This design comes from an exercise in tuning for small area on the open sky130 flow, not from production work.
Where RTL was checked, it was by simulation tests only, not by an equivalence proof against the original.
Power figures rest on the tool's default switching activity, not on a simulated workload.

Design floating_point_adder, start of the top module:
module floating_point_adder (f_in1, f_in2, f_out, clk);
input [63:0] f_in1, f_in2;
output reg [63:0] f_out;
input clk;
genvar i, j;
localparam NB = 5;
localparam [6*8-1:0] LOS = {8'd53, 8'd43, 8'd33, 8'd22, 8'd11, 8'd0};
function integer LO;
  input integer j;
  LO = LOS[j * 8 +: 8];
endfunction
wire gt, gtn, sela, selb, sl, sub;
wire [4:0] s, sn;
fa_exp1 ux (.e1(f_in1[62:52]), .e2(f_in2[62:52]), .s1(f_in1[63]), .s2(f_in2[63]),
            .gt(gt), .gtn(gtn), .s(s), .sn(sn), .sela(sela), .selb(selb),
            .sl(sl), .sub(sub));
wire [10:0] eln;
generate
  for (i = 0; i < 11; i = i + 1) begin : emux
    fa_imux g (.x0(f_in2[52 + i]), .x1(f_in1[52 + i]), .s(gt), .sn(gtn), .y(eln[i]));
  end
endgenerate
wire [51:0] mln;
generate
  for (i = 0; i < 52; i = i + 1) begin : amux
    fa_imux g (.x0(f_in2[i]), .x1(f_in1[i]), .s(gt), .sn(gtn), .y(mln[i]));
  end
endgenerate
wire [52:0] y0;
assign y0[52] = gt;
fa_nor2 uy51 (.a(gt), .b(f_in1[51]), .y(y0[51]));
generate
  for (i = 0; i < 51; i = i + 1) begin : ymux
    fa_imux g (.x0(f_in1[i]), .x1(f_in2[i + 1]), .s(gt), .sn(gtn), .y(y0[i]));
  end
endgenerate
wire [52:0] y1, y2, y3, y4, y5;
generate
  for (i = 0; i < 53; i = i + 1) begin : shl
    if (i + 1 < 53) begin : a0
      fa_imux g (.x0(y0[i]), .x1(y0[i + 1]), .s(s[0]), .sn(sn[0]), .y(y1[i]));
    end else begin : b0
      fa_nor2 g (.a(s[0]), .b(y0[i]), .y(y1[i]));
    end
    if (i + 2 < 53) begin : a1
      fa_imux g (.x0(y1[i]), .x1(y1[i + 2]), .s(s[1]), .sn(sn[1]), .y(y2[i]));
    end else begin : b1
      fa_nand2 g (.a(sn[1]), .b(y1[i]), .y(y2[i]));
    end
    if (i + 4 < 53) begin : a2
      fa_imux g (.x0(y2[i]), .x1(y2[i + 4]), .s(s[2]), .sn(sn[2]), .y(y3[i]));
    end else begin : b2
      fa_nor2 g (.a(s[2]), .b(y2[i]), .y(y3[i]));
    end
    if (i + 8 < 53) begin : a3
      fa_imux g (.x0(y3[i]), .x1(y3[i + 8]), .s(s[3]), .sn(sn[3]), .y(y4[i]));
    end else begin : b3
      fa_nand2 g (.a(sn[3]), .b(y3[i]), .y(y4[i]));
    end
    if (i + 16 < 53) begin : a4
  ...
clock: 6.0 ns
lec_check: 0
abc_area: 1
cap_margin: 0
core_margin: 2
core_utilization: 50
gpl_timing_driven: 0
slew_margin: 0
synth_hierarchical: 1
standard.sh (not shown) runs the stock make flow with config.mk's settings and CLKGATE_MAP_FILE= SYNTH_SCRIPT=/design/flow/synth_recipe.tcl, a recipe that flattens the netlist after the stock synthesis.
==> flow/flow/run.sh <==
#!/bin/bash
# The standard layout (standard.sh), with these changes to how it is made:
#  - every port still gets its own buffer, a small one (buf_1);
#  - optional extra make settings in flow/extra.args (one per line) are passed to make.
set -euo pipefail
cp -r "$FLOW_HOME/scripts" ./scripts_own
cp flow/abc_area.script scripts_own/abc_area.script
extra=()
if [[ -f flow/extra.args ]]; then
  while IFS= read -r line; do [[ -n "$line" ]] && extra+=("$line"); done < flow/extra.args
fi
bash standard.sh SCRIPTS_DIR="$PWD/scripts_own" \
  BUFFER_PORTS_ARGS="-buffer_cell sky130_fd_sc_hd__buf_1" "${extra[@]}" finish \
  > make_finish.log 2>&1
test -s out/final.def
==> flow/flow/extra.args <==
CTS_ARGS=-sink_clustering_enable -repair_clock_nets -dont_use_dummy_load -buf_list sky130_fd_sc_hd__clkbuf_2 sky130_fd_sc_hd__clkbuf_4 -sink_clustering_size 8 -sink_clustering_max_diameter 35
DONT_USE_CELLS=sky130_fd_sc_hd__probe_p_8 sky130_fd_sc_hd__probec_p_8 sky130_fd_sc_hd__lpflow_bleeder_1 sky130_fd_sc_hd__lpflow_clkbufkapwr_1 sky130_fd_sc_hd__lpflow_clkbufkapwr_16 sky130_fd_sc_hd__lpflow_clkbufkapwr_2 sky130_fd_sc_hd__lpflow_clkbufkapwr_4 sky130_fd_sc_hd__lpflow_clkbufkapwr_8 sky130_fd_sc_hd__lpflow_clkinvkapwr_1 sky130_fd_sc_hd__lpflow_clkinvkapwr_16 sky130_fd_sc_hd__lpflow_clkinvkapwr_2 sky130_fd_sc_hd__lpflow_clkinvkapwr_4 sky130_fd_sc_hd__lpflow_clkinvkapwr_8 sky130_fd_sc_hd__lpflow_decapkapwr_12 sky130_fd_sc_hd__lpflow_decapkapwr_3 sky130_fd_sc_hd__lpflow_decapkapwr_4 sky130_fd_sc_hd__lpflow_decapkapwr_6 sky130_fd_sc_hd__lpflow_decapkapwr_8 sky130_fd_sc_hd__lpflow_inputiso0n_1 sky130_fd_sc_hd__lpflow_inputiso0p_1 sky130_fd_sc_hd__lpflow_inputiso1n_1 sky130_fd_sc_hd__lpflow_inputiso1p_1 sky130_fd_sc_hd__lpflow_inputisolatch_1 sky130_fd_sc_hd__lpflow_isobufsrc_1 sky130_fd_sc_hd__lpflow_isobufsrc_16 sky130_fd_sc_hd__lpflow_isobufsrc_2 sky130_fd_sc_hd__lpflow_isobufsrc_4 sky130_fd_sc_hd__lpflow_isobufsrc_8 sky130_fd_sc_hd__lpflow_isobufsrckapwr_16 sky130_fd_sc_hd__lpflow_lsbuf_lh_hl_isowell_tap_1 sky130_fd_sc_hd__lpflow_lsbuf_lh_hl_isowell_tap_2 sky130_fd_sc_hd__lpflow_lsbuf_lh_hl_isowell_tap_4 sky130_fd_sc_hd__lpflow_lsbuf_lh_isowell_4 sky130_fd_sc_hd__lpflow_lsbuf_lh_isowell_tap_1 sky130_fd_sc_hd__lpflow_lsbuf_lh_isowell_tap_2 sky130_fd_sc_hd__lpflow_lsbuf_lh_isowell_tap_4 sky130_fd_sc_hd__buf_6 sky130_fd_sc_hd__buf_8 sky130_fd_sc_hd__buf_12 sky130_fd_sc_hd__buf_16 sky130_fd_sc_hd__bufbuf_8 sky130_fd_sc_hd__bufbuf_16 sky130_fd_sc_hd__bufinv_8 sky130_fd_sc_hd__bufinv_16 sky130_fd_sc_hd__clkbuf_16 sky130_fd_sc_hd__inv_6 sky130_fd_sc_hd__inv_8 sky130_fd_sc_hd__inv_12 sky130_fd_sc_hd__inv_16 sky130_fd_sc_hd__clkinv_8 sky130_fd_sc_hd__clkinv_16
Other scripts of this flow, unchanged in this note and not shown: flow/flow/abc_area.script
The first run aborted during clock tree synthesis, error STA-0564.
Next try:
==> flow/flow/extra.args (replaced) <==
CTS_ARGS=-sink_clustering_enable -repair_clock_nets -dont_use_dummy_load -buf_list sky130_fd_sc_hd__clkbuf_4 -sink_clustering_size 11 -sink_clustering_max_diameter 42
DONT_USE_CELLS=sky130_fd_sc_hd__probe_p_8 sky130_fd_sc_hd__probec_p_8 sky130_fd_sc_hd__lpflow_bleeder_1 sky130_fd_sc_hd__lpflow_clkbufkapwr_1 sky130_fd_sc_hd__lpflow_clkbufkapwr_16 sky130_fd_sc_hd__lpflow_clkbufkapwr_2 sky130_fd_sc_hd__lpflow_clkbufkapwr_4 sky130_fd_sc_hd__lpflow_clkbufkapwr_8 sky130_fd_sc_hd__lpflow_clkinvkapwr_1 sky130_fd_sc_hd__lpflow_clkinvkapwr_16 sky130_fd_sc_hd__lpflow_clkinvkapwr_2 sky130_fd_sc_hd__lpflow_clkinvkapwr_4 sky130_fd_sc_hd__lpflow_clkinvkapwr_8 sky130_fd_sc_hd__lpflow_decapkapwr_12 sky130_fd_sc_hd__lpflow_decapkapwr_3 sky130_fd_sc_hd__lpflow_decapkapwr_4 sky130_fd_sc_hd__lpflow_decapkapwr_6 sky130_fd_sc_hd__lpflow_decapkapwr_8 sky130_fd_sc_hd__lpflow_inputiso0n_1 sky130_fd_sc_hd__lpflow_inputiso0p_1 sky130_fd_sc_hd__lpflow_inputiso1n_1 sky130_fd_sc_hd__lpflow_inputiso1p_1 sky130_fd_sc_hd__lpflow_inputisolatch_1 sky130_fd_sc_hd__lpflow_isobufsrc_1 sky130_fd_sc_hd__lpflow_isobufsrc_16 sky130_fd_sc_hd__lpflow_isobufsrc_2 sky130_fd_sc_hd__lpflow_isobufsrc_4 sky130_fd_sc_hd__lpflow_isobufsrc_8 sky130_fd_sc_hd__lpflow_isobufsrckapwr_16 sky130_fd_sc_hd__lpflow_lsbuf_lh_hl_isowell_tap_1 sky130_fd_sc_hd__lpflow_lsbuf_lh_hl_isowell_tap_2 sky130_fd_sc_hd__lpflow_lsbuf_lh_hl_isowell_tap_4 sky130_fd_sc_hd__lpflow_lsbuf_lh_isowell_4 sky130_fd_sc_hd__lpflow_lsbuf_lh_isowell_tap_1 sky130_fd_sc_hd__lpflow_lsbuf_lh_isowell_tap_2 sky130_fd_sc_hd__lpflow_lsbuf_lh_isowell_tap_4 sky130_fd_sc_hd__buf_6 sky130_fd_sc_hd__buf_8 sky130_fd_sc_hd__buf_12 sky130_fd_sc_hd__buf_16 sky130_fd_sc_hd__bufbuf_8 sky130_fd_sc_hd__bufbuf_16 sky130_fd_sc_hd__bufinv_8 sky130_fd_sc_hd__bufinv_16 sky130_fd_sc_hd__clkbuf_16 sky130_fd_sc_hd__inv_6 sky130_fd_sc_hd__inv_8 sky130_fd_sc_hd__inv_12 sky130_fd_sc_hd__inv_16 sky130_fd_sc_hd__clkinv_8 sky130_fd_sc_hd__clkinv_16
Now the flow went through all stages and came out clean.
Synthesized area is unchanged.
Synthesized cell count does not change.
Function was not checked in any run of this note: the RTL went through the layout flow alone.

---

Setup of job 6099:
floating_point_adder, a different RTL version from the one above (not shown whole).
Size in the first run: about 250 flip-flops, about 190 I/O pins, about 12000 um2 of cells after synthesis.
clock: 6.0 ns
lec_check: 0
abc_area: 1
cap_margin: 0
core_margin: 2
core_utilization: 40
gpl_timing_driven: 0
slew_margin: 0
synth_hierarchical: 1
==> flow/flow/abc_area.script <==
strash
dc2
dch
amap
topo
stime -c
==> flow/flow/extra.args <==
CTS_ARGS=-sink_clustering_enable -repair_clock_nets -dont_use_dummy_load -buf_list sky130_fd_sc_hd__clkbuf_8 -sink_clustering_size 20 -sink_clustering_max_diameter 50
Scripts as last shown in full above: flow/flow/run.sh
Input-level comparison between job 1966 and job 6099:
==> flow/flow/extra.args <==
CTS_ARGS=-sink_clustering_enable -repair_clock_nets -dont_use_dummy_load -buf_list sky130_fd_sc_hd__clkbuf_16 -sink_clustering_size 30 -sink_clustering_max_diameter 100
==> run notes <==
Job 1966 completed every stage of the flow, and the final layout passed the timing, design-rule and antenna checks. Job 1966 ends up with a switching part of the total that is 0.25 points lower than in job 6099. On number of clock buffer instances in the layout, the higher figure sits with job 6099, not job 1966. Comparing job 1966 with job 6099, the post-detailed-routing wire length came out essentially unchanged. There was hardly any difference in share of cell area taken by multi-input logic gates between job 1966 and job 6099. | worst-case setup margin in the final layout | lower: job 6099 |. Number of buffers outside the clock class in the layout, job 1966 vs job 6099: up slightly. Min achievable frequency across job 6099 and job 1966: job 6099. Compared with job 6099, job 1966 shows a lower share of cells above drive strength 1. Re layout buffering overhead excluding clock cells: job 6099 and job 1966 aren't equal, and the lower value belongs to job 6099. Final standard cell utilization of the core essentially unchanged between job 6099 and job 1966.
What job 6239 does differently from job 1966 at the input level:
==> flow/flow/extra.args <==
CTS_ARGS=-sink_clustering_enable -repair_clock_nets -dont_use_dummy_load -buf_list sky130_fd_sc_hd__clkbuf_8 -sink_clustering_size 14 -sink_clustering_max_diameter 60
DONT_USE_CELLS=sky130_fd_sc_hd__probe_p_8 sky130_fd_sc_hd__probec_p_8 sky130_fd_sc_hd__lpflow_bleeder_1 sky130_fd_sc_hd__lpflow_clkbufkapwr_1 sky130_fd_sc_hd__lpflow_clkbufkapwr_16 sky130_fd_sc_hd__lpflow_clkbufkapwr_2 sky130_fd_sc_hd__lpflow_clkbufkapwr_4 sky130_fd_sc_hd__lpflow_clkbufkapwr_8 sky130_fd_sc_hd__lpflow_clkinvkapwr_1 sky130_fd_sc_hd__lpflow_clkinvkapwr_16 sky130_fd_sc_hd__lpflow_clkinvkapwr_2 sky130_fd_sc_hd__lpflow_clkinvkapwr_4 sky130_fd_sc_hd__lpflow_clkinvkapwr_8 sky130_fd_sc_hd__lpflow_decapkapwr_12 sky130_fd_sc_hd__lpflow_decapkapwr_3 sky130_fd_sc_hd__lpflow_decapkapwr_4 sky130_fd_sc_hd__lpflow_decapkapwr_6 sky130_fd_sc_hd__lpflow_decapkapwr_8 sky130_fd_sc_hd__lpflow_inputiso0n_1 sky130_fd_sc_hd__lpflow_inputiso0p_1 sky130_fd_sc_hd__lpflow_inputiso1n_1 sky130_fd_sc_hd__lpflow_inputiso1p_1 sky130_fd_sc_hd__lpflow_inputisolatch_1 sky130_fd_sc_hd__lpflow_isobufsrc_1 sky130_fd_sc_hd__lpflow_isobufsrc_16 sky130_fd_sc_hd__lpflow_isobufsrc_2 sky130_fd_sc_hd__lpflow_isobufsrc_4 sky130_fd_sc_hd__lpflow_isobufsrc_8 sky130_fd_sc_hd__lpflow_isobufsrckapwr_16 sky130_fd_sc_hd__lpflow_lsbuf_lh_hl_isowell_tap_1 sky130_fd_sc_hd__lpflow_lsbuf_lh_hl_isowell_tap_2 sky130_fd_sc_hd__lpflow_lsbuf_lh_hl_isowell_tap_4 sky130_fd_sc_hd__lpflow_lsbuf_lh_isowell_4 sky130_fd_sc_hd__lpflow_lsbuf_lh_isowell_tap_1 sky130_fd_sc_hd__lpflow_lsbuf_lh_isowell_tap_2 sky130_fd_sc_hd__lpflow_lsbuf_lh_isowell_tap_4 sky130_fd_sc_hd__buf_6 sky130_fd_sc_hd__buf_8 sky130_fd_sc_hd__buf_12 sky130_fd_sc_hd__buf_16 sky130_fd_sc_hd__bufbuf_8 sky130_fd_sc_hd__bufbuf_16 sky130_fd_sc_hd__bufinv_8 sky130_fd_sc_hd__bufinv_16 sky130_fd_sc_hd__clkbuf_16 sky130_fd_sc_hd__inv_6 sky130_fd_sc_hd__inv_8 sky130_fd_sc_hd__inv_12 sky130_fd_sc_hd__inv_16 sky130_fd_sc_hd__clkinv_8 sky130_fd_sc_hd__clkinv_16
Findings:
Job 6239 ends up with a fraction of standard cell area in multi-input logic that is 0.69 points higher than in job 1966. Taking job 1966 as the reference, in job 6239 maximum frequency shrank by about 1%, ratio of cells with drive above 1 in the final layout moved up, clock power share grew by 0.7 points, critical path depth shows a reduction of 1. Job 6239 ends up with higher final non-filler cell total than job 1966 does. On job 6239: arrival time of the worst setup path is 0.22 ns higher than what job 1966 gave. In job 6239 the worst hold slack after final layout turned out 0.014 ns lower than in job 1966. Job 6239 vs job 1966, end point of the critical path: s2_u[21]$_DFF_P_ vs s1_bsn[0]$_DFF_P_.
Changes in job 6845 relative to job 6239:
- CORE_UTILIZATION: 40 -> 50
==> comparison <==
Lower area of all placed cells without fillers was reported by job 6845, not job 6239. As far as count of nets after finishing is concerned, job 6845 and job 6239 perform about the same. From job 6845 to job 6239, remaining antenna violation count after routing did not move at all.
Setup changes, job 6845 to job 1960
- a change of CORE_UTILIZATION from 50 to 40
==> flow/flow/extra.args <==
CTS_ARGS=-sink_clustering_enable -repair_clock_nets -dont_use_dummy_load -buf_list sky130_fd_sc_hd__clkbuf_4 -sink_clustering_size 10 -sink_clustering_max_diameter 40
## What came out
Summary — die area, job 1960 relative to job 6845: higher, by 24%.
Number of core rows: job 1960 vs job 6845 up 13%
On fraction of layout instances using a drive strength above 1: between job 1960 and job 6845, it ends up lower for job 6845.
Job 1960 ended up with a lower met1 routing resource usage after global routing than job 6845 did.
Job 1960 falls short of job 6845 in worst max-slew margin expressed relative to the limit.
Complex-gate fraction of the synthesized area came out exactly the same in job 1960 and job 6845.
| worst-case hold slack | job 1960 vs job 6845 | 0.041 ns lower |
Measured against each other, job 1960 and job 6845 differ in routed wire length, the higher figure coming from job 1960.
[compare] base=job 6845 new=job 1960: number of diodes increased 3, power attributed to combinational cells increased about 4%.

-- separate check: timing with driven ports --
The results above use ideal ports. As a check the final layouts listed here were re-extracted and re-timed, cells and wires unchanged.
Step 1: set_driving_cell puts a clkbuf_16 on clk and a buf_2 on each other input, an assumption about the parent block.
Step 2 also shifts input and output timing later by t, the mid clock arrival at the registers, as if the neighbouring blocks saw the same clock.
Three values: ideal, step 1, step 2; two values: the first two.
| run | t (ns) | slack for setup (ns) | hold slack, ns | clock arrival spread, ns | slew at the worst register clock pin (ns) |
|---|---|---|---|---|---|
| the second run of note 1 | 0.640 | 0.312 / 0.312 / -0.263 | 0.295 / 0.295 / 0.295 | 0.107 / 0.108 | 0.12 / 0.12 |
| job 6099 | 0.602 | 0.243 / 0.243 / -0.220 | 0.255 / 0.255 / 0.255 | 0.059 / 0.058 | 0.11 / 0.11 |
| job 1966 | 0.526 | 0.292 / 0.292 / -0.207 | 0.333 / 0.333 / 0.333 | 0.043 / 0.043 | 0.11 / 0.11 |
| job 6239 | 0.579 | 0.236 / 0.236 / -0.249 | 0.319 / 0.319 / 0.319 | 0.072 / 0.072 | 0.09 / 0.09 |
| job 6845 | 0.585 | 0.287 / 0.287 / 0.001 | 0.325 / 0.325 / 0.325 | 0.060 / 0.060 | 0.09 / 0.09 |
| job 1960 | 0.648 | 0.252 / 0.252 / -0.138 | 0.283 / 0.283 / 0.283 | 0.121 / 0.121 | 0.10 / 0.10 |
With both steps, setup timing fails in 5 of these runs, where it was met with ideal ports. The setup slack of the second run of note 1, which loses most, moves by 0.000 ns with the drivers and by -0.575 ns with both steps.
